Context: an optimization exercise on an open-source flow, tuned for small area, a short achievable clock period and few clock cycles per item. The choices shown serve that exercise and are no tape-out recipe. For this run, only the layout was checked, not whether the RTL still works.

$ cat flow/config.mk
export PLATFORM = sky130hd
export DESIGN_NAME = CompMul
export DESIGN_NICKNAME = CompMul
export VERILOG_FILES = /design/flow/design.v
export SDC_FILE = /design/flow/constraint.sdc
export NUM_CORES = 4
export LEC_CHECK = 0
export CAP_MARGIN = 20
export CORE_MARGIN = 2
export CORE_UTILIZATION = 40
export CTS_BUF_LIST = sky130_fd_sc_hd__clkbuf_16
export CTS_CLUSTER_DIAMETER = 300
export CTS_CLUSTER_SIZE = 40
export SLEW_MARGIN = 20
export SYNTH_HIERARCHICAL = 1
export SYNTH_MINIMUM_KEEP_SIZE = 0
$ cat flow/constraint.sdc
create_clock -name core_clock -period 10.0 [get_ports {clk}]
set_input_delay 2.0000 -clock core_clock [delete_from_list [all_inputs] [get_ports {clk}]]
set_output_delay 2.0000 -clock core_clock [all_outputs]
set_load 0.01 [all_outputs]
$ cat flow/design.v
module CompMul(
	input [31:0] Multiplicand_input,
	input [31:0] Multiplier_input,
	input run,
	input rst,
	input clk,
	output ready,
	output [63:0] Product_output
	);
	reg [31:0] M;         
	reg [31:0] PL;        
	reg [32:0] S;         
	reg [32:0] C;         
	reg [15:0] LC;        
	reg CF;               
	reg [7:0] ONE, TWO, NEG;    
	reg LAST;             
	reg T31;              
	reg iter, fin, done;
	reg [0:0] cnt;
	wire idle = ~(iter | fin | done);
	assign ready = done;
	assign Product_output = {S[31:0], PL};
	wire [17:0] lo_sum2 = {1'b0, PL[31:16], 1'b1} + {1'b0, LC, CF};
	wire [16:0] lo_sum = lo_sum2[17:1];
	wire lo_cout = lo_sum[16];
	wire [48:0] fin_sum2 = {S[31:0], PL[31:16], 1'b1} + {C[31:0], LC, CF};
	wire [31:0] hi_sum = fin_sum2[48:17];
	wire [15:0] fin_lo = fin_sum2[16:1];
	wire [33:0] r0 = {~NEG[0], {33{NEG[0]}} ^ (({33{ONE[0]}} & {1'b0, M}) | ({33{TWO[0]}} & {M, 1'b0}))};
	wire [33:0] r1 = {~NEG[1], {33{NEG[1]}} ^ (({33{ONE[1]}} & {1'b0, M}) | ({33{TWO[1]}} & {M, 1'b0}))};
	wire [33:0] r2 = {~NEG[2], {33{NEG[2]}} ^ (({33{ONE[2]}} & {1'b0, M}) | ({33{TWO[2]}} & {M, 1'b0}))};
	wire [33:0] r3 = {~NEG[3], {33{NEG[3]}} ^ (({33{ONE[3]}} & {1'b0, M}) | ({33{TWO[3]}} & {M, 1'b0}))};
	wire [33:0] r4 = {~NEG[4], {33{NEG[4]}} ^ (({33{ONE[4]}} & {1'b0, M}) | ({33{TWO[4]}} & {M, 1'b0}))};
	wire [33:0] r5 = {~NEG[5], {33{NEG[5]}} ^ (({33{ONE[5]}} & {1'b0, M}) | ({33{TWO[5]}} & {M, 1'b0}))};
	wire [33:0] r6 = {~NEG[6], {33{NEG[6]}} ^ (({33{ONE[6]}} & {1'b0, M}) | ({33{TWO[6]}} & {M, 1'b0}))};
	wire [33:0] r7 = {~NEG[7], {33{NEG[7]}} ^ (({33{ONE[7]}} & {1'b0, M}) | ({33{TWO[7]}} & {M, 1'b0}))};
	wire [31:0] lr = M & {32{T31}};
	wire hs0, hc0;
	HA u_hs0 (.a(C[12]), .b(S[12]), .s(hs0), .co(hc0));
	wire hs1, hc1;
	HA u_hs1 (.a(C[13]), .b(S[13]), .s(hs1), .co(hc1));
	wire fs0, fc0;
	FA u_fs0 (.a(C[14]), .b(S[14]), .c(NEG[7]), .s(fs0), .co(fc0));
	wire hs2, hc2;
	HA u_hs2 (.a(r0[14]), .b(r1[12]), .s(hs2), .co(hc2));
	wire fs1, fc1;
	FA u_fs1 (.a(C[15]), .b(S[15]), .c(r0[15]), .s(fs1), .co(fc1));
	wire hs3, hc3;
	HA u_hs3 (.a(r1[13]), .b(r2[11]), .s(hs3), .co(hc3));
	wire fs2, fc2;
	FA u_fs2 (.a(C[16]), .b(S[16]), .c(lr[0]), .s(fs2), .co(fc2));
	wire fs3, fc3;
	FA u_fs3 (.a(r0[16]), .b(r1[14]), .c(r2[12]), .s(fs3), .co(fc3));
	wire fs4, fc4;
	FA u_fs4 (.a(C[17]), .b(LAST), .c(S[17]), .s(fs4), .co(fc4));
	wire fs5, fc5;
	FA u_fs5 (.a(lr[1]), .b(r0[17]), .c(r1[15]), .s(fs5), .co(fc5));
	wire hs4, hc4;
	HA u_hs4 (.a(r2[13]), .b(r3[11]), .s(hs4), .co(hc4));
	wire fs6, fc6;
	FA u_fs6 (.a(C[18]), .b(LAST), .c(S[18]), .s(fs6), .co(fc6));
	wire fs7, fc7;
	FA u_fs7 (.a(lr[2]), .b(r0[18]), .c(r1[16]), .s(fs7), .co(fc7));
	wire fs8, fc8;
	FA u_fs8 (.a(r2[14]), .b(r3[12]), .c(r4[10]), .s(fs8), .co(fc8));
	wire fs9, fc9;
	FA u_fs9 (.a(C[19]), .b(S[19]), .c(lr[3]), .s(fs9), .co(fc9));
	wire fs10, fc10;
	FA u_fs10 (.a(r0[19]), .b(r1[17]), .c(r2[15]), .s(fs10), .co(fc10));
	wire hs5, hc5;
	HA u_hs5 (.a(r3[13]), .b(r4[11]), .s(hs5), .co(hc5));
	wire fs11, fc11;
	FA u_fs11 (.a(C[20]), .b(LAST), .c(S[20]), .s(fs11), .co(fc11));
	wire fs12, fc12;
	FA u_fs12 (.a(lr[4]), .b(r0[20]), .c(r1[18]), .s(fs12), .co(fc12));
	wire fs13, fc13;
	FA u_fs13 (.a(r2[16]), .b(r3[14]), .c(r4[12]), .s(fs13), .co(fc13));
	wire fs14, fc14;
	FA u_fs14 (.a(C[21]), .b(S[21]), .c(lr[5]), .s(fs14), .co(fc14));
	wire fs15, fc15;
	FA u_fs15 (.a(r0[21]), .b(r1[19]), .c(r2[17]), .s(fs15), .co(fc15));
	wire hs6, hc6;
	HA u_hs6 (.a(r3[15]), .b(r4[13]), .s(hs6), .co(hc6));
	wire fs16, fc16;
	FA u_fs16 (.a(C[22]), .b(LAST), .c(S[22]), .s(fs16), .co(fc16));
	wire fs17, fc17;
	FA u_fs17 (.a(lr[6]), .b(r0[22]), .c(r1[20]), .s(fs17), .co(fc17));
	wire fs18, fc18;
	FA u_fs18 (.a(r2[18]), .b(r3[16]), .c(r4[14]), .s(fs18), .co(fc18));
	wire fs19, fc19;
	FA u_fs19 (.a(C[23]), .b(S[23]), .c(lr[7]), .s(fs19), .co(fc19));
	wire fs20, fc20;
	FA u_fs20 (.a(r0[23]), .b(r1[21]), .c(r2[19]), .s(fs20), .co(fc20));
	wire hs7, hc7;
	HA u_hs7 (.a(r3[17]), .b(r4[15]), .s(hs7), .co(hc7));
	wire fs21, fc21;
	FA u_fs21 (.a(C[24]), .b(LAST), .c(S[24]), .s(fs21), .co(fc21));
	wire fs22, fc22;
	FA u_fs22 (.a(lr[8]), .b(r0[24]), .c(r1[22]), .s(fs22), .co(fc22));
	wire fs23, fc23;
	FA u_fs23 (.a(r2[20]), .b(r3[18]), .c(r4[16]), .s(fs23), .co(fc23));
	wire fs24, fc24;
	FA u_fs24 (.a(C[25]), .b(S[25]), .c(lr[9]), .s(fs24), .co(fc24));
	wire fs25, fc25;
	FA u_fs25 (.a(r0[25]), .b(r1[23]), .c(r2[21]), .s(fs25), .co(fc25));
	wire hs8, hc8;
	HA u_hs8 (.a(r3[19]), .b(r4[17]), .s(hs8), .co(hc8));
	wire fs26, fc26;
	FA u_fs26 (.a(C[26]), .b(LAST), .c(S[26]), .s(fs26), .co(fc26));
	wire fs27, fc27;
	FA u_fs27 (.a(lr[10]), .b(r0[26]), .c(r1[24]), .s(fs27), .co(fc27));
	wire fs28, fc28;
	FA u_fs28 (.a(r2[22]), .b(r3[20]), .c(r4[18]), .s(fs28), .co(fc28));
	wire fs29, fc29;
	FA u_fs29 (.a(C[27]), .b(S[27]), .c(lr[11]), .s(fs29), .co(fc29));
	wire fs30, fc30;
	FA u_fs30 (.a(r0[27]), .b(r1[25]), .c(r2[23]), .s(fs30), .co(fc30));
	wire hs9, hc9;
	HA u_hs9 (.a(r3[21]), .b(r4[19]), .s(hs9), .co(hc9));
	wire fs31, fc31;
	FA u_fs31 (.a(C[28]), .b(LAST), .c(S[28]), .s(fs31), .co(fc31));
	wire fs32, fc32;
	FA u_fs32 (.a(lr[12]), .b(r0[28]), .c(r1[26]), .s(fs32), .co(fc32));
	wire fs33, fc33;
	FA u_fs33 (.a(r2[24]), .b(r3[22]), .c(r4[20]), .s(fs33), .co(fc33));
	wire fs34, fc34;
	FA u_fs34 (.a(C[29]), .b(S[29]), .c(lr[13]), .s(fs34), .co(fc34));
	wire fs35, fc35;
	FA u_fs35 (.a(r0[29]), .b(r1[27]), .c(r2[25]), .s(fs35), .co(fc35));
	wire hs10, hc10;
	HA u_hs10 (.a(r3[23]), .b(r4[21]), .s(hs10), .co(hc10));
	wire fs36, fc36;
	FA u_fs36 (.a(C[30]), .b(LAST), .c(S[30]), .s(fs36), .co(fc36));
	wire fs37, fc37;
	FA u_fs37 (.a(lr[14]), .b(r0[30]), .c(r1[28]), .s(fs37), .co(fc37));
	wire fs38, fc38;
	FA u_fs38 (.a(r2[26]), .b(r3[24]), .c(r4[22]), .s(fs38), .co(fc38));
	wire fs39, fc39;
	FA u_fs39 (.a(C[31]), .b(S[31]), .c(lr[15]), .s(fs39), .co(fc39));
	wire fs40, fc40;
	FA u_fs40 (.a(r0[31]), .b(r1[29]), .c(r2[27]), .s(fs40), .co(fc40));
	wire hs11, hc11;
	HA u_hs11 (.a(r3[25]), .b(r4[23]), .s(hs11), .co(hc11));
	wire fs41, fc41;
	FA u_fs41 (.a(C[32]), .b(LAST), .c(S[32]), .s(fs41), .co(fc41));
	wire fs42, fc42;
	FA u_fs42 (.a(lr[16]), .b(r0[32]), .c(r1[30]), .s(fs42), .co(fc42));
	wire fs43, fc43;
	FA u_fs43 (.a(r2[28]), .b(r3[26]), .c(r4[24]), .s(fs43), .co(fc43));
	wire fs44, fc44;
	FA u_fs44 (.a(lr[17]), .b(r0[33]), .c(r1[31]), .s(fs44), .co(fc44));
	wire hs12, hc12;
	HA u_hs12 (.a(r2[29]), .b(r3[27]), .s(hs12), .co(hc12));
	wire fs45, fc45;
	FA u_fs45 (.a(LAST), .b(lr[18]), .c(r1[32]), .s(fs45), .co(fc45));
	wire hs13, hc13;
	HA u_hs13 (.a(C[6]), .b(S[6]), .s(hs13), .co(hc13));
	wire hs14, hc14;
	HA u_hs14 (.a(C[7]), .b(S[7]), .s(hs14), .co(hc14));
	wire fs46, fc46;
	FA u_fs46 (.a(C[8]), .b(S[8]), .c(NEG[4]), .s(fs46), .co(fc46));
	wire hs15, hc15;
	HA u_hs15 (.a(r0[8]), .b(r1[6]), .s(hs15), .co(hc15));
	wire fs47, fc47;
	FA u_fs47 (.a(C[9]), .b(S[9]), .c(r0[9]), .s(fs47), .co(fc47));
	wire hs16, hc16;
	HA u_hs16 (.a(r1[7]), .b(r2[5]), .s(hs16), .co(hc16));
	wire fs48, fc48;
	FA u_fs48 (.a(C[10]), .b(S[10]), .c(NEG[5]), .s(fs48), .co(fc48));
	wire fs49, fc49;
	FA u_fs49 (.a(r0[10]), .b(r1[8]), .c(r2[6]), .s(fs49), .co(fc49));
	wire hs17, hc17;
	HA u_hs17 (.a(r3[4]), .b(r4[2]), .s(hs17), .co(hc17));
	wire fs50, fc50;
	FA u_fs50 (.a(C[11]), .b(S[11]), .c(r0[11]), .s(fs50), .co(fc50));
	wire fs51, fc51;
	FA u_fs51 (.a(r1[9]), .b(r2[7]), .c(r3[5]), .s(fs51), .co(fc51));
	wire hs18, hc18;
	HA u_hs18 (.a(r4[3]), .b(r5[1]), .s(hs18), .co(hc18));
	wire fs52, fc52;
	FA u_fs52 (.a(NEG[6]), .b(hs0), .c(r0[12]), .s(fs52), .co(fc52));
	wire fs53, fc53;
	FA u_fs53 (.a(r1[10]), .b(r2[8]), .c(r3[6]), .s(fs53), .co(fc53));
	wire fs54, fc54;
	FA u_fs54 (.a(r4[4]), .b(r5[2]), .c(r6[0]), .s(fs54), .co(fc54));
	wire fs55, fc55;
	FA u_fs55 (.a(hc0), .b(hs1), .c(r0[13]), .s(fs55), .co(fc55));
	wire fs56, fc56;
	FA u_fs56 (.a(r1[11]), .b(r2[9]), .c(r3[7]), .s(fs56), .co(fc56));
	wire fs57, fc57;
	FA u_fs57 (.a(r4[5]), .b(r5[3]), .c(r6[1]), .s(fs57), .co(fc57));
	wire fs58, fc58;
	FA u_fs58 (.a(hc1), .b(r2[10]), .c(r3[8]), .s(fs58), .co(fc58));
	wire fs59, fc59;
	FA u_fs59 (.a(r4[6]), .b(r5[4]), .c(r6[2]), .s(fs59), .co(fc59));
	wire fs60, fc60;
	FA u_fs60 (.a(r7[0]), .b(fs0), .c(hs2), .s(fs60), .co(fc60));
	wire fs61, fc61;
	FA u_fs61 (.a(r3[9]), .b(r4[7]), .c(r5[5]), .s(fs61), .co(fc61));
	wire fs62, fc62;
	FA u_fs62 (.a(r6[3]), .b(r7[1]), .c(fc0), .s(fs62), .co(fc62));
	wire fs63, fc63;
	FA u_fs63 (.a(hc2), .b(hs3), .c(fs1), .s(fs63), .co(fc63));
	wire fs64, fc64;
	FA u_fs64 (.a(r3[10]), .b(r4[8]), .c(r5[6]), .s(fs64), .co(fc64));
	wire fs65, fc65;
	FA u_fs65 (.a(r6[4]), .b(r7[2]), .c(fs2), .s(fs65), .co(fc65));
	wire fs66, fc66;
	FA u_fs66 (.a(hc3), .b(fc1), .c(fs3), .s(fs66), .co(fc66));
	wire fs67, fc67;
	FA u_fs67 (.a(fs4), .b(r4[9]), .c(r5[7]), .s(fs67), .co(fc67));
	wire fs68, fc68;
	FA u_fs68 (.a(r6[5]), .b(r7[3]), .c(fc2), .s(fs68), .co(fc68));
	wire fs69, fc69;
	FA u_fs69 (.a(hs4), .b(fc3), .c(fs5), .s(fs69), .co(fc69));
	wire fs70, fc70;
	FA u_fs70 (.a(fc4), .b(fs6), .c(r5[8]), .s(fs70), .co(fc70));
	wire fs71, fc71;
	FA u_fs71 (.a(r6[6]), .b(r7[4]), .c(hc4), .s(fs71), .co(fc71));
	wire fs72, fc72;
	FA u_fs72 (.a(fc5), .b(fs7), .c(fs8), .s(fs72), .co(fc72));
	wire fs73, fc73;
	FA u_fs73 (.a(fc6), .b(r5[9]), .c(r6[7]), .s(fs73), .co(fc73));
	wire fs74, fc74;
	FA u_fs74 (.a(r7[5]), .b(fs9), .c(hs5), .s(fs74), .co(fc74));
	wire fs75, fc75;
	FA u_fs75 (.a(fc7), .b(fc8), .c(fs10), .s(fs75), .co(fc75));
	wire fs76, fc76;
	FA u_fs76 (.a(fs11), .b(r5[10]), .c(r6[8]), .s(fs76), .co(fc76));
	wire fs77, fc77;
	FA u_fs77 (.a(r7[6]), .b(fc9), .c(hc5), .s(fs77), .co(fc77));
	wire fs78, fc78;
	FA u_fs78 (.a(fc10), .b(fs12), .c(fs13), .s(fs78), .co(fc78));
	wire fs79, fc79;
	FA u_fs79 (.a(fc11), .b(r5[11]), .c(r6[9]), .s(fs79), .co(fc79));
	wire fs80, fc80;
	FA u_fs80 (.a(r7[7]), .b(fs14), .c(hs6), .s(fs80), .co(fc80));
	wire fs81, fc81;
	FA u_fs81 (.a(fc12), .b(fc13), .c(fs15), .s(fs81), .co(fc81));
	wire fs82, fc82;
	FA u_fs82 (.a(fs16), .b(r5[12]), .c(r6[10]), .s(fs82), .co(fc82));
	wire fs83, fc83;
	FA u_fs83 (.a(r7[8]), .b(fc14), .c(hc6), .s(fs83), .co(fc83));
	wire fs84, fc84;
	FA u_fs84 (.a(fc15), .b(fs17), .c(fs18), .s(fs84), .co(fc84));
	wire fs85, fc85;
	FA u_fs85 (.a(fc16), .b(r5[13]), .c(r6[11]), .s(fs85), .co(fc85));
	wire fs86, fc86;
	FA u_fs86 (.a(r7[9]), .b(fs19), .c(hs7), .s(fs86), .co(fc86));
	wire fs87, fc87;
	FA u_fs87 (.a(fc17), .b(fc18), .c(fs20), .s(fs87), .co(fc87));
	wire fs88, fc88;
	FA u_fs88 (.a(fs21), .b(r5[14]), .c(r6[12]), .s(fs88), .co(fc88));
	wire fs89, fc89;
	FA u_fs89 (.a(r7[10]), .b(fc19), .c(hc7), .s(fs89), .co(fc89));
	wire fs90, fc90;
	FA u_fs90 (.a(fc20), .b(fs22), .c(fs23), .s(fs90), .co(fc90));
	wire fs91, fc91;
	FA u_fs91 (.a(fc21), .b(r5[15]), .c(r6[13]), .s(fs91), .co(fc91));
	wire fs92, fc92;
	FA u_fs92 (.a(r7[11]), .b(fs24), .c(hs8), .s(fs92), .co(fc92));
	wire fs93, fc93;
	FA u_fs93 (.a(fc22), .b(fc23), .c(fs25), .s(fs93), .co(fc93));
	wire fs94, fc94;
	FA u_fs94 (.a(fs26), .b(r5[16]), .c(r6[14]), .s(fs94), .co(fc94));
	wire fs95, fc95;
	FA u_fs95 (.a(r7[12]), .b(fc24), .c(hc8), .s(fs95), .co(fc95));
	wire fs96, fc96;
	FA u_fs96 (.a(fc25), .b(fs27), .c(fs28), .s(fs96), .co(fc96));
	wire fs97, fc97;
	FA u_fs97 (.a(fc26), .b(r5[17]), .c(r6[15]), .s(fs97), .co(fc97));
	wire fs98, fc98;
	FA u_fs98 (.a(r7[13]), .b(fs29), .c(hs9), .s(fs98), .co(fc98));
	wire fs99, fc99;
	FA u_fs99 (.a(fc27), .b(fc28), .c(fs30), .s(fs99), .co(fc99));
	wire fs100, fc100;
	FA u_fs100 (.a(fs31), .b(r5[18]), .c(r6[16]), .s(fs100), .co(fc100));
	wire fs101, fc101;
	FA u_fs101 (.a(r7[14]), .b(fc29), .c(hc9), .s(fs101), .co(fc101));
	wire fs102, fc102;
	FA u_fs102 (.a(fc30), .b(fs32), .c(fs33), .s(fs102), .co(fc102));
	wire fs103, fc103;
	FA u_fs103 (.a(fc31), .b(r5[19]), .c(r6[17]), .s(fs103), .co(fc103));
	wire fs104, fc104;
	FA u_fs104 (.a(r7[15]), .b(fs34), .c(hs10), .s(fs104), .co(fc104));
	wire fs105, fc105;
	FA u_fs105 (.a(fc32), .b(fc33), .c(fs35), .s(fs105), .co(fc105));
	wire fs106, fc106;
	FA u_fs106 (.a(fs36), .b(r5[20]), .c(r6[18]), .s(fs106), .co(fc106));
	wire fs107, fc107;
	FA u_fs107 (.a(r7[16]), .b(fc34), .c(hc10), .s(fs107), .co(fc107));
	wire fs108, fc108;
	FA u_fs108 (.a(fc35), .b(fs37), .c(fs38), .s(fs108), .co(fc108));
	wire fs109, fc109;
	FA u_fs109 (.a(fc36), .b(r5[21]), .c(r6[19]), .s(fs109), .co(fc109));
	wire fs110, fc110;
	FA u_fs110 (.a(r7[17]), .b(fs39), .c(hs11), .s(fs110), .co(fc110));
	wire fs111, fc111;
	FA u_fs111 (.a(fc37), .b(fc38), .c(fs40), .s(fs111), .co(fc111));
	wire fs112, fc112;
	FA u_fs112 (.a(fs41), .b(r5[22]), .c(r6[20]), .s(fs112), .co(fc112));
	wire fs113, fc113;
	FA u_fs113 (.a(r7[18]), .b(fc39), .c(hc11), .s(fs113), .co(fc113));
	wire fs114, fc114;
	FA u_fs114 (.a(fc40), .b(fs42), .c(fs43), .s(fs114), .co(fc114));
	wire fs115, fc115;
	FA u_fs115 (.a(fc41), .b(r4[25]), .c(r5[23]), .s(fs115), .co(fc115));
	wire fs116, fc116;
	FA u_fs116 (.a(r6[21]), .b(r7[19]), .c(hs12), .s(fs116), .co(fc116));
	wire fs117, fc117;
	FA u_fs117 (.a(fc42), .b(fc43), .c(fs44), .s(fs117), .co(fc117));
	wire fs118, fc118;
	FA u_fs118 (.a(r2[30]), .b(r3[28]), .c(r4[26]), .s(fs118), .co(fc118));
	wire fs119, fc119;
	FA u_fs119 (.a(r5[24]), .b(r6[22]), .c(r7[20]), .s(fs119), .co(fc119));
	wire fs120, fc120;
	FA u_fs120 (.a(hc12), .b(fc44), .c(fs45), .s(fs120), .co(fc120));
	wire fs121, fc121;
	FA u_fs121 (.a(lr[19]), .b(r1[33]), .c(r2[31]), .s(fs121), .co(fc121));
	wire fs122, fc122;
	FA u_fs122 (.a(r3[29]), .b(r4[27]), .c(r5[25]), .s(fs122), .co(fc122));
	wire fs123, fc123;
	FA u_fs123 (.a(r6[23]), .b(r7[21]), .c(fc45), .s(fs123), .co(fc123));
	wire fs124, fc124;
	FA u_fs124 (.a(LAST), .b(lr[20]), .c(r2[32]), .s(fs124), .co(fc124));
	wire fs125, fc125;
	FA u_fs125 (.a(r3[30]), .b(r4[28]), .c(r5[26]), .s(fs125), .co(fc125));
	wire hs19, hc19;
	HA u_hs19 (.a(r6[24]), .b(r7[22]), .s(hs19), .co(hc19));
	wire fs126, fc126;
	FA u_fs126 (.a(lr[21]), .b(r2[33]), .c(r3[31]), .s(fs126), .co(fc126));
	wire fs127, fc127;
	FA u_fs127 (.a(r4[29]), .b(r5[27]), .c(r6[25]), .s(fs127), .co(fc127));
	wire fs128, fc128;
	FA u_fs128 (.a(LAST), .b(lr[22]), .c(r3[32]), .s(fs128), .co(fc128));
	wire hs20, hc20;
	HA u_hs20 (.a(r4[30]), .b(r5[28]), .s(hs20), .co(hc20));
	wire fs129, fc129;
	FA u_fs129 (.a(lr[23]), .b(r3[33]), .c(r4[31]), .s(fs129), .co(fc129));
	wire hs21, hc21;
	HA u_hs21 (.a(LAST), .b(lr[24]), .s(hs21), .co(hc21));
	wire hs22, hc22;
	HA u_hs22 (.a(C[2]), .b(S[2]), .s(hs22), .co(hc22));
	wire hs23, hc23;
	HA u_hs23 (.a(C[3]), .b(S[3]), .s(hs23), .co(hc23));
	wire fs130, fc130;
	FA u_fs130 (.a(C[4]), .b(S[4]), .c(NEG[2]), .s(fs130), .co(fc130));
	wire hs24, hc24;
	HA u_hs24 (.a(r0[4]), .b(r1[2]), .s(hs24), .co(hc24));
	wire fs131, fc131;
	FA u_fs131 (.a(C[5]), .b(S[5]), .c(r0[5]), .s(fs131), .co(fc131));
	wire hs25, hc25;
	HA u_hs25 (.a(r1[3]), .b(r2[1]), .s(hs25), .co(hc25));
	wire fs132, fc132;
	FA u_fs132 (.a(NEG[3]), .b(hs13), .c(r0[6]), .s(fs132), .co(fc132));
	wire fs133, fc133;
	FA u_fs133 (.a(r1[4]), .b(r2[2]), .c(r3[0]), .s(fs133), .co(fc133));
	wire fs134, fc134;
	FA u_fs134 (.a(hc13), .b(hs14), .c(r0[7]), .s(fs134), .co(fc134));
	wire fs135, fc135;
	FA u_fs135 (.a(r1[5]), .b(r2[3]), .c(r3[1]), .s(fs135), .co(fc135));
	wire fs136, fc136;
	FA u_fs136 (.a(hc14), .b(r2[4]), .c(r3[2]), .s(fs136), .co(fc136));
	wire fs137, fc137;
	FA u_fs137 (.a(r4[0]), .b(fs46), .c(hs15), .s(fs137), .co(fc137));
	wire fs138, fc138;
	FA u_fs138 (.a(r3[3]), .b(r4[1]), .c(fc46), .s(fs138), .co(fc138));
	wire fs139, fc139;
	FA u_fs139 (.a(hc15), .b(hs16), .c(fs47), .s(fs139), .co(fc139));
	wire fs140, fc140;
	FA u_fs140 (.a(r5[0]), .b(fs48), .c(hc16), .s(fs140), .co(fc140));
	wire fs141, fc141;
	FA u_fs141 (.a(hs17), .b(fc47), .c(fs49), .s(fs141), .co(fc141));
	wire fs142, fc142;
	FA u_fs142 (.a(fc48), .b(hc17), .c(hs18), .s(fs142), .co(fc142));
	wire fs143, fc143;
	FA u_fs143 (.a(fc49), .b(fs50), .c(fs51), .s(fs143), .co(fc143));
	wire fs144, fc144;
	FA u_fs144 (.a(hc18), .b(fc50), .c(fc51), .s(fs144), .co(fc144));
	wire fs145, fc145;
	FA u_fs145 (.a(fs52), .b(fs53), .c(fs54), .s(fs145), .co(fc145));
	wire fs146, fc146;
	FA u_fs146 (.a(fc52), .b(fc53), .c(fc54), .s(fs146), .co(fc146));
	wire fs147, fc147;
	FA u_fs147 (.a(fs55), .b(fs56), .c(fs57), .s(fs147), .co(fc147));
	wire fs148, fc148;
	FA u_fs148 (.a(fc55), .b(fc56), .c(fc57), .s(fs148), .co(fc148));
	wire fs149, fc149;
	FA u_fs149 (.a(fs58), .b(fs59), .c(fs60), .s(fs149), .co(fc149));
	wire fs150, fc150;
	FA u_fs150 (.a(fc58), .b(fc59), .c(fs61), .s(fs150), .co(fc150));
	wire fs151, fc151;
	FA u_fs151 (.a(fs62), .b(fc60), .c(fs63), .s(fs151), .co(fc151));
	wire fs152, fc152;
	FA u_fs152 (.a(fc61), .b(fs64), .c(fc62), .s(fs152), .co(fc152));
	wire fs153, fc153;
	FA u_fs153 (.a(fs65), .b(fc63), .c(fs66), .s(fs153), .co(fc153));
	wire fs154, fc154;
	FA u_fs154 (.a(fc64), .b(fs67), .c(fc65), .s(fs154), .co(fc154));
	wire fs155, fc155;
	FA u_fs155 (.a(fs68), .b(fc66), .c(fs69), .s(fs155), .co(fc155));
	wire fs156, fc156;
	FA u_fs156 (.a(fc67), .b(fs70), .c(fc68), .s(fs156), .co(fc156));
	wire fs157, fc157;
	FA u_fs157 (.a(fs71), .b(fc69), .c(fs72), .s(fs157), .co(fc157));
	wire fs158, fc158;
	FA u_fs158 (.a(fc70), .b(fs73), .c(fc71), .s(fs158), .co(fc158));
	wire fs159, fc159;
	FA u_fs159 (.a(fs74), .b(fc72), .c(fs75), .s(fs159), .co(fc159));
	wire fs160, fc160;
	FA u_fs160 (.a(fc73), .b(fs76), .c(fc74), .s(fs160), .co(fc160));
	wire fs161, fc161;
	FA u_fs161 (.a(fs77), .b(fc75), .c(fs78), .s(fs161), .co(fc161));
	wire fs162, fc162;
	FA u_fs162 (.a(fc76), .b(fs79), .c(fc77), .s(fs162), .co(fc162));
	wire fs163, fc163;
	FA u_fs163 (.a(fs80), .b(fc78), .c(fs81), .s(fs163), .co(fc163));
	wire fs164, fc164;
	FA u_fs164 (.a(fc79), .b(fs82), .c(fc80), .s(fs164), .co(fc164));
	wire fs165, fc165;
	FA u_fs165 (.a(fs83), .b(fc81), .c(fs84), .s(fs165), .co(fc165));
	wire fs166, fc166;
	FA u_fs166 (.a(fc82), .b(fs85), .c(fc83), .s(fs166), .co(fc166));
	wire fs167, fc167;
	FA u_fs167 (.a(fs86), .b(fc84), .c(fs87), .s(fs167), .co(fc167));
	wire fs168, fc168;
	FA u_fs168 (.a(fc85), .b(fs88), .c(fc86), .s(fs168), .co(fc168));
	wire fs169, fc169;
	FA u_fs169 (.a(fs89), .b(fc87), .c(fs90), .s(fs169), .co(fc169));
	wire fs170, fc170;
	FA u_fs170 (.a(fc88), .b(fs91), .c(fc89), .s(fs170), .co(fc170));
	wire fs171, fc171;
	FA u_fs171 (.a(fs92), .b(fc90), .c(fs93), .s(fs171), .co(fc171));
	wire fs172, fc172;
	FA u_fs172 (.a(fc91), .b(fs94), .c(fc92), .s(fs172), .co(fc172));
	wire fs173, fc173;
	FA u_fs173 (.a(fs95), .b(fc93), .c(fs96), .s(fs173), .co(fc173));
	wire fs174, fc174;
	FA u_fs174 (.a(fc94), .b(fs97), .c(fc95), .s(fs174), .co(fc174));
	wire fs175, fc175;
	FA u_fs175 (.a(fs98), .b(fc96), .c(fs99), .s(fs175), .co(fc175));
	wire fs176, fc176;
	FA u_fs176 (.a(fc97), .b(fs100), .c(fc98), .s(fs176), .co(fc176));
	wire fs177, fc177;
	FA u_fs177 (.a(fs101), .b(fc99), .c(fs102), .s(fs177), .co(fc177));
	wire fs178, fc178;
	FA u_fs178 (.a(fc100), .b(fs103), .c(fc101), .s(fs178), .co(fc178));
	wire fs179, fc179;
	FA u_fs179 (.a(fs104), .b(fc102), .c(fs105), .s(fs179), .co(fc179));
	wire fs180, fc180;
	FA u_fs180 (.a(fc103), .b(fs106), .c(fc104), .s(fs180), .co(fc180));
	wire fs181, fc181;
	FA u_fs181 (.a(fs107), .b(fc105), .c(fs108), .s(fs181), .co(fc181));
	wire fs182, fc182;
	FA u_fs182 (.a(fc106), .b(fs109), .c(fc107), .s(fs182), .co(fc182));
	wire fs183, fc183;
	FA u_fs183 (.a(fs110), .b(fc108), .c(fs111), .s(fs183), .co(fc183));
	wire fs184, fc184;
	FA u_fs184 (.a(fc109), .b(fs112), .c(fc110), .s(fs184), .co(fc184));
	wire fs185, fc185;
	FA u_fs185 (.a(fs113), .b(fc111), .c(fs114), .s(fs185), .co(fc185));
	wire fs186, fc186;
	FA u_fs186 (.a(fc112), .b(fs115), .c(fc113), .s(fs186), .co(fc186));
	wire fs187, fc187;
	FA u_fs187 (.a(fs116), .b(fc114), .c(fs117), .s(fs187), .co(fc187));
	wire fs188, fc188;
	FA u_fs188 (.a(fc115), .b(fs118), .c(fs119), .s(fs188), .co(fc188));
	wire fs189, fc189;
	FA u_fs189 (.a(fc116), .b(fc117), .c(fs120), .s(fs189), .co(fc189));
	wire fs190, fc190;
	FA u_fs190 (.a(fc118), .b(fc119), .c(fs121), .s(fs190), .co(fc190));
	wire fs191, fc191;
	FA u_fs191 (.a(fs122), .b(fc120), .c(fs123), .s(fs191), .co(fc191));
	wire fs192, fc192;
	FA u_fs192 (.a(hs19), .b(fc121), .c(fc122), .s(fs192), .co(fc192));
	wire fs193, fc193;
	FA u_fs193 (.a(fs124), .b(fs125), .c(fc123), .s(fs193), .co(fc193));
	wire fs194, fc194;
	FA u_fs194 (.a(r7[23]), .b(hc19), .c(fc124), .s(fs194), .co(fc194));
	wire fs195, fc195;
	FA u_fs195 (.a(fc125), .b(fs126), .c(fs127), .s(fs195), .co(fc195));
	wire fs196, fc196;
	FA u_fs196 (.a(r6[26]), .b(r7[24]), .c(hs20), .s(fs196), .co(fc196));
	wire fs197, fc197;
	FA u_fs197 (.a(fc126), .b(fc127), .c(fs128), .s(fs197), .co(fc197));
	wire fs198, fc198;
	FA u_fs198 (.a(r5[29]), .b(r6[27]), .c(r7[25]), .s(fs198), .co(fc198));
	wire fs199, fc199;
	FA u_fs199 (.a(hc20), .b(fc128), .c(fs129), .s(fs199), .co(fc199));
	wire fs200, fc200;
	FA u_fs200 (.a(r4[32]), .b(r5[30]), .c(r6[28]), .s(fs200), .co(fc200));
	wire fs201, fc201;
	FA u_fs201 (.a(r7[26]), .b(hs21), .c(fc129), .s(fs201), .co(fc201));
	wire fs202, fc202;
	FA u_fs202 (.a(lr[25]), .b(r4[33]), .c(r5[31]), .s(fs202), .co(fc202));
	wire fs203, fc203;
	FA u_fs203 (.a(r6[29]), .b(r7[27]), .c(hc21), .s(fs203), .co(fc203));
	wire fs204, fc204;
	FA u_fs204 (.a(LAST), .b(lr[26]), .c(r5[32]), .s(fs204), .co(fc204));
	wire hs26, hc26;
	HA u_hs26 (.a(r6[30]), .b(r7[28]), .s(hs26), .co(hc26));
	wire fs205, fc205;
	FA u_fs205 (.a(lr[27]), .b(r5[33]), .c(r6[31]), .s(fs205), .co(fc205));
	wire hs27, hc27;
	HA u_hs27 (.a(LAST), .b(lr[28]), .s(hs27), .co(hc27));
	wire hs28, hc28;
	HA u_hs28 (.a(C[0]), .b(S[0]), .s(hs28), .co(hc28));
	wire hs29, hc29;
	HA u_hs29 (.a(C[1]), .b(S[1]), .s(hs29), .co(hc29));
	wire fs206, fc206;
	FA u_fs206 (.a(NEG[1]), .b(hs22), .c(r0[2]), .s(fs206), .co(fc206));
	wire fs207, fc207;
	FA u_fs207 (.a(hc22), .b(hs23), .c(r0[3]), .s(fs207), .co(fc207));
	wire fs208, fc208;
	FA u_fs208 (.a(hc23), .b(r2[0]), .c(fs130), .s(fs208), .co(fc208));
	wire fs209, fc209;
	FA u_fs209 (.a(fc130), .b(hc24), .c(hs25), .s(fs209), .co(fc209));
	wire fs210, fc210;
	FA u_fs210 (.a(hc25), .b(fc131), .c(fs132), .s(fs210), .co(fc210));
	wire fs211, fc211;
	FA u_fs211 (.a(fc132), .b(fc133), .c(fs134), .s(fs211), .co(fc211));
	wire fs212, fc212;
	FA u_fs212 (.a(fc134), .b(fc135), .c(fs136), .s(fs212), .co(fc212));
	wire fs213, fc213;
	FA u_fs213 (.a(fc136), .b(fs138), .c(fc137), .s(fs213), .co(fc213));
	wire fs214, fc214;
	FA u_fs214 (.a(fc138), .b(fs140), .c(fc139), .s(fs214), .co(fc214));
	wire fs215, fc215;
	FA u_fs215 (.a(fc140), .b(fs142), .c(fc141), .s(fs215), .co(fc215));
	wire fs216, fc216;
	FA u_fs216 (.a(fc142), .b(fc143), .c(fs144), .s(fs216), .co(fc216));
	wire fs217, fc217;
	FA u_fs217 (.a(fc144), .b(fc145), .c(fs146), .s(fs217), .co(fc217));
	wire fs218, fc218;
	FA u_fs218 (.a(fc146), .b(fc147), .c(fs148), .s(fs218), .co(fc218));
	wire fs219, fc219;
	FA u_fs219 (.a(fc148), .b(fs150), .c(fc149), .s(fs219), .co(fc219));
	wire fs220, fc220;
	FA u_fs220 (.a(fc150), .b(fs152), .c(fc151), .s(fs220), .co(fc220));
	wire fs221, fc221;
	FA u_fs221 (.a(fc152), .b(fs154), .c(fc153), .s(fs221), .co(fc221));
	wire fs222, fc222;
	FA u_fs222 (.a(fc154), .b(fs156), .c(fc155), .s(fs222), .co(fc222));
	wire fs223, fc223;
	FA u_fs223 (.a(fc156), .b(fs158), .c(fc157), .s(fs223), .co(fc223));
	wire fs224, fc224;
	FA u_fs224 (.a(fc158), .b(fs160), .c(fc159), .s(fs224), .co(fc224));
	wire fs225, fc225;
	FA u_fs225 (.a(fc160), .b(fs162), .c(fc161), .s(fs225), .co(fc225));
	wire fs226, fc226;
	FA u_fs226 (.a(fc162), .b(fs164), .c(fc163), .s(fs226), .co(fc226));
	wire fs227, fc227;
	FA u_fs227 (.a(fc164), .b(fs166), .c(fc165), .s(fs227), .co(fc227));
	wire fs228, fc228;
	FA u_fs228 (.a(fc166), .b(fs168), .c(fc167), .s(fs228), .co(fc228));
	wire fs229, fc229;
	FA u_fs229 (.a(fc168), .b(fs170), .c(fc169), .s(fs229), .co(fc229));
	wire fs230, fc230;
	FA u_fs230 (.a(fc170), .b(fs172), .c(fc171), .s(fs230), .co(fc230));
	wire fs231, fc231;
	FA u_fs231 (.a(fc172), .b(fs174), .c(fc173), .s(fs231), .co(fc231));
	wire fs232, fc232;
	FA u_fs232 (.a(fc174), .b(fs176), .c(fc175), .s(fs232), .co(fc232));
	wire fs233, fc233;
	FA u_fs233 (.a(fc176), .b(fs178), .c(fc177), .s(fs233), .co(fc233));
	wire fs234, fc234;
	FA u_fs234 (.a(fc178), .b(fs180), .c(fc179), .s(fs234), .co(fc234));
	wire fs235, fc235;
	FA u_fs235 (.a(fc180), .b(fs182), .c(fc181), .s(fs235), .co(fc235));
	wire fs236, fc236;
	FA u_fs236 (.a(fc182), .b(fs184), .c(fc183), .s(fs236), .co(fc236));
	wire fs237, fc237;
	FA u_fs237 (.a(fc184), .b(fs186), .c(fc185), .s(fs237), .co(fc237));
	wire fs238, fc238;
	FA u_fs238 (.a(fs188), .b(fc186), .c(fc187), .s(fs238), .co(fc238));
	wire fs239, fc239;
	FA u_fs239 (.a(fc188), .b(fs190), .c(fc189), .s(fs239), .co(fc239));
	wire fs240, fc240;
	FA u_fs240 (.a(fc190), .b(fs192), .c(fc191), .s(fs240), .co(fc240));
	wire fs241, fc241;
	FA u_fs241 (.a(fc192), .b(fs194), .c(fs195), .s(fs241), .co(fc241));
	wire fs242, fc242;
	FA u_fs242 (.a(fs196), .b(fc194), .c(fc195), .s(fs242), .co(fc242));
	wire fs243, fc243;
	FA u_fs243 (.a(fs198), .b(fc196), .c(fc197), .s(fs243), .co(fc243));
	wire fs244, fc244;
	FA u_fs244 (.a(fc198), .b(fs200), .c(fc199), .s(fs244), .co(fc244));
	wire fs245, fc245;
	FA u_fs245 (.a(fc200), .b(fs202), .c(fs203), .s(fs245), .co(fc245));
	wire fs246, fc246;
	FA u_fs246 (.a(hs26), .b(fc202), .c(fs204), .s(fs246), .co(fc246));
	wire fs247, fc247;
	FA u_fs247 (.a(r7[29]), .b(hc26), .c(fc204), .s(fs247), .co(fc247));
	wire fs248, fc248;
	FA u_fs248 (.a(r6[32]), .b(r7[30]), .c(hs27), .s(fs248), .co(fc248));
	wire fs249, fc249;
	FA u_fs249 (.a(lr[29]), .b(r6[33]), .c(r7[31]), .s(fs249), .co(fc249));
	wire hs30, hc30;
	HA u_hs30 (.a(LAST), .b(lr[30]), .s(hs30), .co(hc30));
	wire hs31, hc31;
	HA u_hs31 (.a(NEG[0]), .b(hs28), .s(hs31), .co(hc31));
	wire fs250, fc250;
	FA u_fs250 (.a(hc28), .b(hs29), .c(r0[1]), .s(fs250), .co(fc250));
	wire fs251, fc251;
	FA u_fs251 (.a(hc29), .b(r1[0]), .c(fs206), .s(fs251), .co(fc251));
	wire fs252, fc252;
	FA u_fs252 (.a(r1[1]), .b(fc206), .c(fs207), .s(fs252), .co(fc252));
	wire fs253, fc253;
	FA u_fs253 (.a(hs24), .b(fc207), .c(fs208), .s(fs253), .co(fc253));
	wire fs254, fc254;
	FA u_fs254 (.a(fs131), .b(fc208), .c(fs209), .s(fs254), .co(fc254));
	wire fs255, fc255;
	FA u_fs255 (.a(fs133), .b(fc209), .c(fs210), .s(fs255), .co(fc255));
	wire fs256, fc256;
	FA u_fs256 (.a(fs135), .b(fc210), .c(fs211), .s(fs256), .co(fc256));
	wire fs257, fc257;
	FA u_fs257 (.a(fs137), .b(fc211), .c(fs212), .s(fs257), .co(fc257));
	wire fs258, fc258;
	FA u_fs258 (.a(fc212), .b(fs139), .c(fs213), .s(fs258), .co(fc258));
	wire fs259, fc259;
	FA u_fs259 (.a(fs141), .b(fc213), .c(fs214), .s(fs259), .co(fc259));
	wire fs260, fc260;
	FA u_fs260 (.a(fs143), .b(fc214), .c(fs215), .s(fs260), .co(fc260));
	wire fs261, fc261;
	FA u_fs261 (.a(fs145), .b(fc215), .c(fs216), .s(fs261), .co(fc261));
	wire fs262, fc262;
	FA u_fs262 (.a(fs147), .b(fc216), .c(fs217), .s(fs262), .co(fc262));
	wire fs263, fc263;
	FA u_fs263 (.a(fs149), .b(fc217), .c(fs218), .s(fs263), .co(fc263));
	wire fs264, fc264;
	FA u_fs264 (.a(fc218), .b(fs151), .c(fs219), .s(fs264), .co(fc264));
	wire fs265, fc265;
	FA u_fs265 (.a(fs153), .b(fc219), .c(fs220), .s(fs265), .co(fc265));
	wire fs266, fc266;
	FA u_fs266 (.a(fs155), .b(fc220), .c(fs221), .s(fs266), .co(fc266));
	wire fs267, fc267;
	FA u_fs267 (.a(fs157), .b(fc221), .c(fs222), .s(fs267), .co(fc267));
	wire fs268, fc268;
	FA u_fs268 (.a(fs159), .b(fc222), .c(fs223), .s(fs268), .co(fc268));
	wire fs269, fc269;
	FA u_fs269 (.a(fs161), .b(fc223), .c(fs224), .s(fs269), .co(fc269));
	wire fs270, fc270;
	FA u_fs270 (.a(fs163), .b(fc224), .c(fs225), .s(fs270), .co(fc270));
	wire fs271, fc271;
	FA u_fs271 (.a(fs165), .b(fc225), .c(fs226), .s(fs271), .co(fc271));
	wire fs272, fc272;
	FA u_fs272 (.a(fs167), .b(fc226), .c(fs227), .s(fs272), .co(fc272));
	wire fs273, fc273;
	FA u_fs273 (.a(fs169), .b(fc227), .c(fs228), .s(fs273), .co(fc273));
	wire fs274, fc274;
	FA u_fs274 (.a(fs171), .b(fc228), .c(fs229), .s(fs274), .co(fc274));
	wire fs275, fc275;
	FA u_fs275 (.a(fs173), .b(fc229), .c(fs230), .s(fs275), .co(fc275));
	wire fs276, fc276;
	FA u_fs276 (.a(fs175), .b(fc230), .c(fs231), .s(fs276), .co(fc276));
	wire fs277, fc277;
	FA u_fs277 (.a(fs177), .b(fc231), .c(fs232), .s(fs277), .co(fc277));
	wire fs278, fc278;
	FA u_fs278 (.a(fs179), .b(fc232), .c(fs233), .s(fs278), .co(fc278));
	wire fs279, fc279;
	FA u_fs279 (.a(fs181), .b(fc233), .c(fs234), .s(fs279), .co(fc279));
	wire fs280, fc280;
	FA u_fs280 (.a(fs183), .b(fc234), .c(fs235), .s(fs280), .co(fc280));
	wire fs281, fc281;
	FA u_fs281 (.a(fs185), .b(fc235), .c(fs236), .s(fs281), .co(fc281));
	wire fs282, fc282;
	FA u_fs282 (.a(fs187), .b(fc236), .c(fs237), .s(fs282), .co(fc282));
	wire fs283, fc283;
	FA u_fs283 (.a(fs189), .b(fc237), .c(fs238), .s(fs283), .co(fc283));
	wire fs284, fc284;
	FA u_fs284 (.a(fs191), .b(fc238), .c(fs239), .s(fs284), .co(fc284));
	wire fs285, fc285;
	FA u_fs285 (.a(fs193), .b(fc239), .c(fs240), .s(fs285), .co(fc285));
	wire fs286, fc286;
	FA u_fs286 (.a(fc193), .b(fs241), .c(fc240), .s(fs286), .co(fc286));
	wire fs287, fc287;
	FA u_fs287 (.a(fs197), .b(fc241), .c(fs242), .s(fs287), .co(fc287));
	wire fs288, fc288;
	FA u_fs288 (.a(fs199), .b(fc242), .c(fs243), .s(fs288), .co(fc288));
	wire fs289, fc289;
	FA u_fs289 (.a(fs201), .b(fc243), .c(fs244), .s(fs289), .co(fc289));
	wire fs290, fc290;
	FA u_fs290 (.a(fc201), .b(fs245), .c(fc244), .s(fs290), .co(fc290));
	wire fs291, fc291;
	FA u_fs291 (.a(fc203), .b(fs246), .c(fc245), .s(fs291), .co(fc291));
	wire fs292, fc292;
	FA u_fs292 (.a(fs205), .b(fc246), .c(fs247), .s(fs292), .co(fc292));
	wire fs293, fc293;
	FA u_fs293 (.a(fc205), .b(fs248), .c(fc247), .s(fs293), .co(fc293));
	wire fs294, fc294;
	FA u_fs294 (.a(hc27), .b(fs249), .c(fc248), .s(fs294), .co(fc294));
	wire fs295, fc295;
	FA u_fs295 (.a(r7[32]), .b(hs30), .c(fc249), .s(fs295), .co(fc295));
	wire fs296, fc296;
	FA u_fs296 (.a(lr[31]), .b(r7[33]), .c(hc30), .s(fs296), .co(fc296));
	wire [48:0] TS = {fc296, fc295, fc294, fc293, fc292, fc291, fc290, fc289, fc288, fc287, fc286, fc285, fc284, fc283, fc282, fc281, fc280, fc279, fc278, fc277, fc276, fc275, fc274, fc273, fc272, fc271, fc270, fc269, fc268, fc267, fc266, fc265, fc264, fc263, fc262, fc261, fc260, fc259, fc258, fc257, fc256, fc255, fc254, fc253, fc252, fc251, fc250, hc31, hs31};
	wire [48:0] TC = {1'b0, fs296, fs295, fs294, fs293, fs292, fs291, fs290, fs289, fs288, fs287, fs286, fs285, fs284, fs283, fs282, fs281, fs280, fs279, fs278, fs277, fs276, fs275, fs274, fs273, fs272, fs271, fs270, fs269, fs268, fs267, fs266, fs265, fs264, fs263, fs262, fs261, fs260, fs259, fs258, fs257, fs256, fs255, fs254, fs253, fs252, fs251, fs250, r0[0]};
	wire [2:0] dn0 = idle ? {Multiplier_input[1], Multiplier_input[0], 1'b0} : {PL[17], PL[16], PL[15]};
	wire [2:0] dn1 = idle ? {Multiplier_input[3], Multiplier_input[2], Multiplier_input[1]} : {PL[19], PL[18], PL[17]};
	wire [2:0] dn2 = idle ? {Multiplier_input[5], Multiplier_input[4], Multiplier_input[3]} : {PL[21], PL[20], PL[19]};
	wire [2:0] dn3 = idle ? {Multiplier_input[7], Multiplier_input[6], Multiplier_input[5]} : {PL[23], PL[22], PL[21]};
	wire [2:0] dn4 = idle ? {Multiplier_input[9], Multiplier_input[8], Multiplier_input[7]} : {PL[25], PL[24], PL[23]};
	wire [2:0] dn5 = idle ? {Multiplier_input[11], Multiplier_input[10], Multiplier_input[9]} : {PL[27], PL[26], PL[25]};
	wire [2:0] dn6 = idle ? {Multiplier_input[13], Multiplier_input[12], Multiplier_input[11]} : {PL[29], PL[28], PL[27]};
	wire [2:0] dn7 = idle ? {Multiplier_input[15], Multiplier_input[14], Multiplier_input[13]} : {PL[31], PL[30], PL[29]};
	always @(posedge clk or posedge rst) begin
		if (rst) begin
			iter <= 1'b0;
			fin <= 1'b0;
			done <= 1'b0;
			cnt <= 1'd0;
		end else begin
			if (idle) begin
				if (run) iter <= 1'b1;
				cnt <= 1'd0;
			end else if (iter) begin
				cnt <= cnt + 1'd1;
				if (cnt == 1'd1) begin
					iter <= 1'b0;
					fin <= 1'b1;
				end
			end else if (fin) begin
				fin <= 1'b0;
				done <= 1'b1;
			end
		end
	end
	always @(posedge clk) begin
		M <= Multiplicand_input;
		ONE <= {dn7[1] ^ dn7[0], dn6[1] ^ dn6[0], dn5[1] ^ dn5[0], dn4[1] ^ dn4[0], dn3[1] ^ dn3[0], dn2[1] ^ dn2[0], dn1[1] ^ dn1[0], dn0[1] ^ dn0[0]};
		TWO <= {(dn7[2] & ~dn7[1] & ~dn7[0]) | (~dn7[2] & dn7[1] & dn7[0]), (dn6[2] & ~dn6[1] & ~dn6[0]) | (~dn6[2] & dn6[1] & dn6[0]), (dn5[2] & ~dn5[1] & ~dn5[0]) | (~dn5[2] & dn5[1] & dn5[0]), (dn4[2] & ~dn4[1] & ~dn4[0]) | (~dn4[2] & dn4[1] & dn4[0]), (dn3[2] & ~dn3[1] & ~dn3[0]) | (~dn3[2] & dn3[1] & dn3[0]), (dn2[2] & ~dn2[1] & ~dn2[0]) | (~dn2[2] & dn2[1] & dn2[0]), (dn1[2] & ~dn1[1] & ~dn1[0]) | (~dn1[2] & dn1[1] & dn1[0]), (dn0[2] & ~dn0[1] & ~dn0[0]) | (~dn0[2] & dn0[1] & dn0[0])};
		NEG <= {dn7[2] & ~(dn7[1] & dn7[0]), dn6[2] & ~(dn6[1] & dn6[0]), dn5[2] & ~(dn5[1] & dn5[0]), dn4[2] & ~(dn4[1] & dn4[0]), dn3[2] & ~(dn3[1] & dn3[0]), dn2[2] & ~(dn2[1] & dn2[0]), dn1[2] & ~(dn1[1] & dn1[0]), dn0[2] & ~(dn0[1] & dn0[0])};
		LAST <= iter & (cnt == 1'd0);
		T31 <= iter & (cnt == 1'd0) & PL[31];
		if (iter) begin
			S <= TS[48:16];
			C <= TC[48:16];
			LC <= TC[15:0];
			CF <= lo_cout;
			PL <= {TS[15:0], lo_sum[15:0]};
		end else if (idle) begin
			S <= 33'd0;
			C <= 33'd0;
			LC <= 16'd0;
			CF <= 1'b0;
			PL <= Multiplier_input;
		end else begin
			S <= {1'b0, hi_sum};
			C <= 33'd0;
			LC <= 16'd0;
			CF <= 1'b0;
			PL[31:16] <= fin_lo;
		end
	end
endmodule
module FA(input a, input b, input c, output s, output co);
	assign s = a ^ b ^ c;
	assign co = (a & b) | (a & c) | (b & c);
endmodule
module HA(input a, input b, output s, output co);
	assign s = a ^ b;
	assign co = a & b;
endmodule
$ cat flow/flow/run.sh
#!/bin/bash
# Own layout flow: the standard layout (standard.sh), with two changes:
#  - the port buffers that buffer_ports inserts are of the cell named in flow/knobs
#    (PORT_BUF) instead of the default pick;
#  - repair_timing aims for the setup margin named in flow/knobs (SETUP_MARGIN).
# Each make run writes its full output to a log file in this folder; ORFS's own
# per-step logs stay under orfs/logs/.
set -euo pipefail
source flow/knobs
bash standard.sh \
  "BUFFER_PORTS_ARGS=-buffer_cell $PORT_BUF" \
  "SETUP_SLACK_MARGIN=$SETUP_MARGIN" \
  finish > make_finish.log 2>&1
$ cat flow/flow/knobs
PORT_BUF=sky130_fd_sc_hd__buf_1
SETUP_MARGIN=6.8
$ cat flow/standard.sh
#!/bin/bash
# synth_recipe.tcl (not shown) runs the flow's synth.tcl, then flattens the netlist and writes it again
# the make line also repeats each setting of config.mk as NAME=value (left out here)
make -C /OpenROAD-flow-scripts/flow DESIGN_CONFIG=/design/flow/config.mk WORK_HOME=/design/flow/orfs CLKGATE_MAP_FILE= SYNTH_SCRIPT=/design/flow/synth_recipe.tcl "${@:-finish}"
==> impl_metrics.py <==
metrics = {
    "outcome": {
        "status": "no timing/DRC/antenna violations",
    },
    "placed_design": {
        "place.gp.congestion": 0.958,
        "port_buffers": 131,
        "dp.final_hpwl_um": 48600,
        "place_ws_ns": 5.95,
        "placed_area_um2": 20700,
    },
    "detailed_routing": {
        "ant_nets": 0,
        "initialDrtViolationCount": 1825,
        "wire_per_inst_um": 29.5,
        "wl_um": 77000,
        "drc": 0,
        "first_pass_iters": 5,
        "num_vias": 16000,
        "vias_per_cell": 6.14,
    },
    "worst_setup_path": {
        "worst_setup_path_end_kind": "flip-flop",
        "cp.required_ns": 10.40,
        "worstSetupStartpointType": "flip-flop",
        "crit_fanout": 16,
        "crit_top_cell": "fa_1",
        "critPathBufInv": 1,
        "slowest_delay_ns": 0.57,
        "crit_path_top_delay_cell": "fa_1",
        "arrival_ns": 4.06,
        "path_class": "flip-flop to flip-flop",
        "crit_family": "adder cells",
        "path_cells": "bufbuf_16 -> a22oi_2 -> xnor2_1 -> fa_1 -> fa_1 -> fa_2 -> fa_1 -> fa_2 -> and2_1",
    },
    "clocking": {
        "cts_inserted_buffers": 17,
        "insertion_delay_ns": 0.51,
        "cts.path.max_buffers": 2,
        "cts_tree": "done",
        "hold_buffers": 0,
        "cts_num_sinks": 176,
        "h-tree-depth": 4,
        "cts-root-buf": "clkbuf_16",
        "clkTransAtPathRegs_ns": 0.08,
    },
    "synthesis": {
        "synth-simple-area-share_pct": 7.35,
        "async_flop_share_pct": 2.27,
        "synth_top_family_by_area": "adder cells",
        "synthFlopType": "dfxtp_1",
        "netlist-cell-type-count": 71,
        "synth-compound-area-share_pct": 16.7,
        "synth-seq-cells": 176,
        "synth_mux_area_share_pct": 2.44,
        "synth_fa_ha_area_share_pct": 35.7,
        "ys_seq_area_share_pct": 18.7,
        "synth_nets": 2362,
        "syn_area_um2": 19800,
        "synthCells": 1910,
        "synth_xor_area_share_pct": 13.5,
        "yosysWarnings": 7,
        "synth_area_per_cell_um2": 10.3,
        "synth_edf_count": 16,
    },
    "sta": {
        "max_slew_margin_pct": 50.7,
        "fin_crit_ns": 3.66,
        "drv_slew": 0,
        "finalSetupViolations": 0,
        "fmax_mhz": 273,
        "worst_slack_ns": 6.34,
        "tns_ns": 0,
        "fin_skew_ns": 0.0204,
        "finalCritPeriodShare_pct": 36.6,
        "rsz0062_at_grt": "yes",
        "worstMarginPinSlew_ns": 0.739,
        "finalHoldViolations": 0,
    },
    "die": {
        "dieArea_um2": 51200,
        "die_y_um": 226,
        "rows": 81,
        "core_um2": 48800,
        "pin_count": 132,
        "start_util_pct": 40.5,
        "die_x_um": 226,
    },
    "flow_run": {
        "max_cap_violations": 0,
    },
    "grt": {
        "grt_pass1_vias": 16400,
        "grt_use_total_pct": 29.6,
        "met1_usage_pct": 36.6,
        "grt_pass1_wl_um": 109000,
        "overflow": 0,
        "busiest_layer": "met2",
        "grt_max_degree": 80,
        "antenna_found_initial": 0,
        "gr-usage-met3_pct": 6.66,
        "use_met2_pct": 47.4,
    },
    "cells_and_area": {
        "drive_gt1_share_pct": 21.8,
        "num-nets-final": 2380,
        "area_growth_pct": 16.9,
        "design_area_um2": 23100,
        "antennaDiodeCount": 0,
    },
    "worst_hold_path": {
        "hold_class": "flip-flop to flip-flop",
    },
}
-- synth_stat cells, drive strengths merged, types with 3 or more instances --
cell	instances	area share [%]
a211o	3	0.13
a21o	32	1.2
a21oi	50	1.3
a22oi	250	9.5
a31o	4	0.18
a31oi	6	0.22
a32o	3	0.15
and2	85	2.7
and3	9	0.28
buf	56	1.8
clkbuf	158	3.1
dfrtp	4	0.51
dfxtp	156	16
edfxtp	16	2.4
fa	298	30
ha	87	5.5
inv	37	0.70
mux2	17	0.97
mux2i	29	1.5
nand2	98	1.9
nand2b	6	0.19
nand3	16	0.41
nand4	14	0.44
nor2	27	0.55
nor2b	6	0.19
nor3	10	0.25
nor3b	3	0.14
o211a	3	0.15
o211ai	8	0.30
o21a	6	0.23
o21ai	64	1.7
o21bai	5	0.21
o221ai	3	0.13
o311a	3	0.15
o31ai	7	0.34
or3	6	0.19
xnor2	286	13
xor2	18	0.80
-- per-layer routing --
| metal | vias to the layer above | wire length [µm] | part of all wire, % |
|---|---|---|---|
| met2 | 1025 | 35200 | 46 |
| met4 | 0 | 5190 | 6.7 |
| met3 | 248 | 7290 | 9.5 |
| met5 | - | 0 | 0 |
| li1 | 6594 | - | - |
| met1 | 8116 | 29300 | 38 |
-- repair_timing --
action / 4_1_cts / 5_1_grt
cloned: 13 / 6
setup endpoints to repair: 108 / 86
gates resized for setup: 216 / 78
setup buffers: 14 / 21
pin swaps: 43 / 45
-- Yosys stat by module, one instance, submodules excluded --
module	cells	copies in the design	area (µm²)
CompMul	1581	1	13400
FA	1	297	20.0
HA	1	32	12.5
-- state kept, by name, summed over array words and instances, names as in the netlist, 8 cells and up --
name and count:
TWO 8, LC 16, S 33, NEG 8, ONE 8, C 32, PL 32, M 32
-- stage by stage --
stage / hold WS [ns] / std cells / utilization [%]
after floorplan: 0.456 / 1910 / -
after global placement: 0.489 / 2519 / 42.4
after detailed placement: 0.492 / 2519 / 42.4
after CTS: 0.498 / 2578 / 46.0
after global routing: 0.532 / 2605 / 47.3
final: 0.499 / 2605 / 47.3
-- worst reg2reg max path, cell delays in order (launching register included) --
cell and delay [ns]:
dfxtp_4 0.45, bufbuf_16 0.35, a22oi_2 0.11, xnor2_1 0.17, fa_1 0.57, fa_1 0.45
fa_2 0.36, fa_1 0.51, fa_2 0.43, and2_1 0.16
-- cell type report --
type,count,area [µm²]
Inverter,37,141
Clock buffer,17,425
Tap cell,664,831
Clock inverter,15,160
Sequential cell,176,3890
Timing Repair Buffer,213,1880
Fill cell,4561,25700
Multi-Input combinational cell,1483,15800
-- final timing paths --
| kind | from | end | slack, ns | cells past startpoint |
|---|---|---|---|---|
| max in group asynchronous | rst | iter | 8.49 | 2 |
| worst max register to register | ONE[0] | C[5] | 6.34 | 9 |
| min in group asynchronous | rst | iter | 1.33 | 2 |
| worst min-delay path | cnt | LAST | 0.50 | 1 |
| worst min register to register | cnt | LAST | 0.50 | 1 |
| worst max-delay path | ONE[0] | C[5] | 6.34 | 9 |
-- cell usage in the layout, fill, tap and decap left out, types with 38 or more instances in the layout --
master and instances:
a21oi_1 48, a22oi_1 184, a22oi_2 66, and2_1 82, buf_1 130, dfxtp_1 87
dfxtp_4 38, fa_1 206, fa_2 92, ha_1 85, inv_1 39, nand2_1 92
o21ai_0 51, xnor2_1 262
-- cells by family (layout without fill, tap and decap cells) --
kind of cell / after synthesis / in the layout
mux: 46 / 46
simple gates: 284 / 284
fa+ha+maj: 385 / 385
compound gates: 463 / 463
xor+xnor: 304 / 304
other cells: 1 / 1
flops: 176 / 176
buf+inv: 251 / 282

## separate check: timing with driven ports
No port has a modelled driver above. Below, the same layout with a new extraction and two added sets of constraints. Step 1: set_driving_cell puts a clkbuf_16 on clk and a buf_2 on each other input, an assumption about the parent block. Step 2 times the ports against the registers' clock, not the clock port: input delays grow and output delays shrink by t, the midpoint of the rising clock arrivals with the driver on. Three values: ideal, step 1, step 2; two values: the first two.
shift t [ns]: 0.556
setup slack, ns: 6.341 / 6.341 / 6.341
latest minus earliest clock arrival (ns): 0.020 / 0.020
After both steps this run still meets setup and hold. The setup slack of this run moves by 0.000 ns with the drivers and by 0.000 ns with both steps.
